This design comes from an exercise in tuning for small area, a short achievable clock period and few clock cycles per item on the open sky130 flow, not from production work. Only simulation tests tie the RTL to the original design; equivalence was not proved. Power figures rest on the tool's default switching activity, not on a simulated workload.

## onp_calc
module onp_calc(
    input clk,
    input rst,
    input [3:0] in_data,
    input wr_data,
    output [31:0] result,
    output result_ready
    );
    reg  [23:0] P;
    reg         ps;
    reg  [20:0] S;
    reg  [16:0] M;
    reg         ms;
    reg         szero;    
    reg         mone;     
    reg         pmul;     
    reg         rdy;
    reg         init;
    reg t_dig, t_pm, t_sub, t_mul, t_eq, t_lp, t_rp;
    reg x2, x4, x8, xs, y1, y2, yn;
    wire clr = rdy | init;
    wire tv  = t_dig | t_pm | t_mul | t_eq | t_lp | t_rp;
    reg [3:0] fst [0:5];
    wire inh = ~pmul;
    wire [3:0] ftop = fst[0];
    wire f_szero = ftop[3], f_inh = ftop[2], f_mone = ftop[1], f_ms = ftop[0];
    integer i;
    always @(posedge clk)
        if (t_lp) begin
            fst[0] <= {szero, inh, mone, ms};
            for (i = 1; i < 6; i = i + 1) fst[i] <= fst[i-1];
        end else if (t_rp) begin
            for (i = 0; i < 5; i = i + 1) fst[i] <= fst[i+1];
        end
    reg ps_nx;
    always @* begin
        ps_nx = ps;
        if (clr | t_rp | t_eq) ps_nx = 1'b0;
        else if (t_pm) ps_nx = ms ^ t_sub;
    end
    wire [3:0] d = in_data;
    wire w_dig = wr_data & ~(d[3] & (d[2] | d[1]));
    wire w_as  = wr_data & (d == 4'hA || d == 4'hB || d == 4'hD || d == 4'hF);
    always @(posedge clk or posedge rst)
        if (rst) begin
            t_dig <= 1'b0; t_pm <= 1'b0; t_mul <= 1'b0; t_eq <= 1'b0;
            t_lp <= 1'b0; t_rp <= 1'b0;
            x2 <= 1'b0; x4 <= 1'b0; x8 <= 1'b0; xs <= 1'b0;
            y1 <= 1'b0; y2 <= 1'b0; yn <= 1'b0;
        end else begin
            t_dig <= w_dig;
  ...
Size: about 1000 cells after synthesis, ~140 flip-flops, about 40 I/O pins.
export LEC_CHECK = 0
export CAP_MARGIN = 20
export CORE_MARGIN = 2
export CORE_UTILIZATION = 40
export SLEW_MARGIN = 20
create_clock -name core_clock -period 9.0 [get_ports {clk}]
standard.sh (not shown) runs the stock make flow with config.mk's settings and CLKGATE_MAP_FILE= SYNTH_SCRIPT=/design/flow/synth_recipe.tcl, a recipe that flattens the netlist after the stock synthesis.
==> flow/flow/run.sh <==
#!/bin/bash
# Standard synthesis, then the standard layout with repair_timing aiming for
# 6 ns of setup slack (the clock and constraints are the design's own).
set -euo pipefail
bash standard.sh synth > synth.log 2>&1
bash standard.sh SETUP_SLACK_MARGIN=6.0 finish > layout.log 2>&1
Testbench counts at the start, summed over its fixed seeds: cycles 30,450, exprs 2,400.
Rerun with:
==> flow/run.sh (new file) <==
#!/bin/bash
# synth_recipe.tcl (not shown) runs the flow's synth.tcl, then flattens the netlist and writes it again
# the make line also repeats each setting of config.mk as NAME=value (left out here)
make -C /OpenROAD-flow-scripts/flow DESIGN_CONFIG=/design/flow/config.mk WORK_HOME=/design/flow/orfs CLKGATE_MAP_FILE= SYNTH_SCRIPT=/design/flow/synth_recipe.tcl finish
--- a/flow/config.mk
+++ b/flow/config.mk
@@ -10,2 +10,3 @@
 export CORE_UTILIZATION = 40
-export SLEW_MARGIN = 20
+export SETUP_SLACK_MARGIN = 5
+export SLEW_MARGIN = 50
removed: flow/flow/run.sh
removed: flow/standard.sh
Final cell count drops by 3.7%.
Non-clock buffer count drops by 48.
Setup slack loses 380 ps.
Rerun with:
--- a/flow/config.mk
+++ b/flow/config.mk
@@ -10,3 +10,2 @@
 export CORE_UTILIZATION = 40
-export SETUP_SLACK_MARGIN = 5
-export SLEW_MARGIN = 50
+export SLEW_MARGIN = 70
Synthesized area stays the same; via count stays flat; critical path depth does not change; total power came out higher by 2.3%; cell count came out higher by 0.39%; wire length came out higher by 0.98%; setup slack hardly moves; final area came out higher by 2.3%; hold slack gains 3.8 ps.
Rerun with:
--- a/flow/config.mk
+++ b/flow/config.mk
@@ -10,2 +10,2 @@
 export CORE_UTILIZATION = 40
-export SLEW_MARGIN = 70
+export SLEW_MARGIN = 20
The new run ran to the end with no violations.
Via count is about the same.
Sequential power hardly moves.
Clock-buffer cell count stays the same.
Routed wire length came out lower by 0.45%.
Synthesized area is unchanged.

---

Starting RTL as in the previous note.
make LEC_CHECK=0 ABC_AREA=1 CAP_MARGIN=20 CORE_MARGIN=2 CORE_UTILIZATION=40 SLEW_MARGIN=20 finish   # period 9.0 ns
run.sh (not shown) runs the stock make flow with config.mk's settings and CLKGATE_MAP_FILE= SYNTH_SCRIPT=/design/flow/synth_recipe.tcl, a recipe that flattens the netlist after the stock synthesis.
Stock flow here: none of the scripts above is used.
The baseline ran to the end with no violations.
Testbench counts at the start, summed over its fixed seeds: cycles 30,450, exprs 2,400.
Change:
==> flow/flow/run.sh (new file) <==
#!/bin/bash
set -euo pipefail
bash standard.sh synth > synth.log 2>&1
bash standard.sh SETUP_SLACK_MARGIN=6.0 "BUFFER_PORTS_ARGS=-buffer_cell sky130_fd_sc_hd__buf_2" finish > layout.log 2>&1
==> flow/standard.sh (new file) <==
#!/bin/bash
# synth_recipe.tcl (not shown) runs the flow's synth.tcl, then flattens the netlist and writes it again
# the make line also repeats each setting of config.mk as NAME=value (left out here)
make -C /OpenROAD-flow-scripts/flow DESIGN_CONFIG=/design/flow/config.mk WORK_HOME=/design/flow/orfs CLKGATE_MAP_FILE= SYNTH_SCRIPT=/design/flow/synth_recipe.tcl "${@:-finish}"
Settings changed: ABC_AREA 1 to default.
removed: flow/run.sh
Sequential cell count does not change.
Die area came out lower by about 6%.
Routed wire length came out lower by about 0.36%.
Hold slack is better by 0.055 ns.
Maximum frequency came out higher by about 15%.

---

== run 1 ==
Another version of the RTL of onp_calc (not shown whole).
For scale: about 790 cells after synthesis, ~0.0072 mm² of cells after synthesis.
// onp_calc
module onp_calc(
    input clk,
    input rst,
    input [3:0] in_data,
    input wr_data,
    output [31:0] result,
    output result_ready
    );
==> flow/config.mk <==
export PLATFORM = sky130hd
export DESIGN_NAME = onp_calc
export DESIGN_NICKNAME = onp_calc
export VERILOG_FILES = /design/flow/design.v
export SDC_FILE = /design/flow/constraint.sdc
export NUM_CORES = 4
export LEC_CHECK = 0
export CAP_MARGIN = 20
export CORE_MARGIN = 2
export CORE_UTILIZATION = 40
export CTS_BUF_LIST = sky130_fd_sc_hd__clkbuf_8
export PLACE_DENSITY = 0.5
export SLEW_MARGIN = 20
==> flow/constraint.sdc <==
create_clock -name core_clock -period 9.0 [get_ports {clk}]
set_input_delay 1.8000 -clock core_clock [delete_from_list [all_inputs] [get_ports {clk}]]
set_output_delay 1.8000 -clock core_clock [all_outputs]
set_load 0.01 [all_outputs]
standard.sh (not shown) runs the stock make flow with config.mk's settings and CLKGATE_MAP_FILE= SYNTH_SCRIPT=/design/flow/synth_recipe.tcl, a recipe that flattens the netlist after the stock synthesis.
==> flow/flow/run.sh <==
#!/bin/bash
set -euo pipefail
MARGIN=6.0
bash standard.sh synth > synth.log 2>&1
bash standard.sh SETUP_SLACK_MARGIN=$MARGIN "BUFFER_PORTS_ARGS=-buffer_cell sky130_fd_sc_hd__buf_1" finish > layout.log 2>&1
Testbench counts of run 1, summed over its fixed seeds: cycles 30,450, exprs 2,400.
--- input diff run 1..run 2 ---
--- a/flow/config.mk
+++ b/flow/config.mk
@@ -8,6 +8,5 @@
 export CAP_MARGIN = 20
 export CORE_MARGIN = 2
-export CORE_UTILIZATION = 40
-export CTS_BUF_LIST = sky130_fd_sc_hd__clkbuf_8
-export PLACE_DENSITY = 0.5
+export CORE_UTILIZATION = 70
+export CTS_BUF_LIST = sky130_fd_sc_hd__clkbuf_4
 export SLEW_MARGIN = 20
Die area in run 2 vs run 1: down 42%. Clock tree buffer count of the final layout in run 2 is 3 above run 1. Against run 1, wire length in run 2 came out better. Summary of run 2 over run 1: area inside the core boundary moved down; worst supply voltage drop on vdd saw an increase. Number of instances in the synthesized netlist delta (run 1 -> run 2): insignificant. Post-synthesis sequential element count across run 1 and run 2: no real change. For the maximum fanout count along the critical path, run 2 came in 1 higher than run 1 did. Between run 2 and run 1, the proportion of layout cells with a drive suffix above 1 does not differ in any meaningful way. Clock network power share: run 2 < run 1. Run 2 ended with more met2 usage in global routing than run 1.
> inputs changed (run 2 -> run 3)
--- a/flow/config.mk
+++ b/flow/config.mk
@@ -8,5 +8,5 @@
 export CAP_MARGIN = 20
 export CORE_MARGIN = 2
-export CORE_UTILIZATION = 70
-export CTS_BUF_LIST = sky130_fd_sc_hd__clkbuf_4
+export CORE_UTILIZATION = 40
+export CTS_BUF_LIST = sky130_fd_sc_hd__clkbuf_8
 export SLEW_MARGIN = 20
Findings:
Comparing run 2 against run 3, there is no change at all in cell depth of the worst setup path.
Against run 2, run 3 reports a post-CTS resize count that is lower.
Between run 2 and run 3, part of the power in registers is higher for run 2, run 3 comes in under that.
Run 3: number of standard-cell rows in the floorplan about 36% above run 2
Layout buffering overhead excluding clock cells (lower): run 2
Slowest cell on the critical path: dfxtp_2 -> run 2, dfxtp_1 -> run 3
Run 3 against run 2: post-layout minimum cycle time closely matched the old numbers, number of filler cells placed in the layout increased by 170% relative to the old numbers, via count shrank by about 6%, total area of sequential cells dropped about 1.5%.
Relative to run 2, the die footprint measured on run 3 has increased by more than half.
The maximum operating frequency of run 3 and that of run 2 are within noise of each other.
What run 4 does differently from run 3 at the input level:
--- a/flow/config.mk
+++ b/flow/config.mk
@@ -6,4 +6,5 @@
 export NUM_CORES = 4
 export LEC_CHECK = 0
+export ABC_AREA = 1
 export CAP_MARGIN = 20
 export CORE_MARGIN = 2
Findings:
- Of run 3 and run 4, the run reporting the higher clock network power share was run 4.
- On power, run 3 and run 4 are basically level.
- Both conditions hold for run 4: the flow ran to the end and the final layout passed the timing, design-rule and antenna checks.
- Run 3 -> run 4: logic depth of the worst path, buffers included delta 0, exact match
- Total routed wirelength of run 4 exceeds that of run 3 by more than 10%.
- Setup slack: run 4 less than run 3
- In the route summary, run 4 ends up with a via count exceeding that of run 3.
- Sequential share of the synthesized area sits lower in run 4 than in run 3.
- Fill cell instance count of the final layout ends up lower on run 3.
- Compared with run 3, run 4 shows sequential share of layout area lower by 3.1 points.
- Compared with run 3, run 4 shows a leakage power total that is 0.00053 µW higher.

[re-timing with driven ports]
The flow's constraints put no driver on any port. The routed layouts listed below were extracted and timed again, unchanged, in two steps.
Step 1 sets driving cells, clkbuf_16 on the clock port and buf_2 on the other inputs (assumed; they add their load-dependent delay and slew).
Step 2 also shifts input and output timing later by t, the mid clock arrival at the registers, as if the neighbouring blocks saw the same clock.
Three values: ideal, step 1, step 2; two values: the first two.
run	t (ns)	slack for setup (ns)	hold slack, ns	cell pins on the clock port's net
the first run of note 1	0.470	5.929 / 5.929 / 5.847	0.446 / 0.446 / 0.446	1
the second run of note 1	0.480	5.546 / 5.500 / 5.746	0.443 / 0.443 / 0.443	1
the third run of note 1	0.473	5.548 / 5.505 / 5.765	0.447 / 0.447 / 0.447	1
the fourth run of note 1	0.474	5.286 / 5.286 / 5.286	0.446 / 0.446 / 0.446	1
the first run of note 2	0.475	5.488 / 5.488 / 5.488	0.395 / 0.395 / 0.395	1
the second run of note 2	0.482	5.934 / 5.934 / 5.934	0.450 / 0.450 / 0.450	1
run 1	0.486	6.044 / 6.006 / 6.042	0.389 / 0.389 / 0.389	1
run 2	0.575	6.060 / 6.025 / 6.076	0.387 / 0.387 / 0.387	1
run 3	0.491	6.059 / 6.019 / 6.026	0.403 / 0.403 / 0.403	1
run 4	0.481	6.053 / 6.016 / 5.998	0.372 / 0.372 / 0.372	1
After both steps setup and hold are still met in every run listed. For the first run of note 1, which loses most, drivers alone change the setup slack by 0.000 ns; drivers and shift together by -0.082 ns.
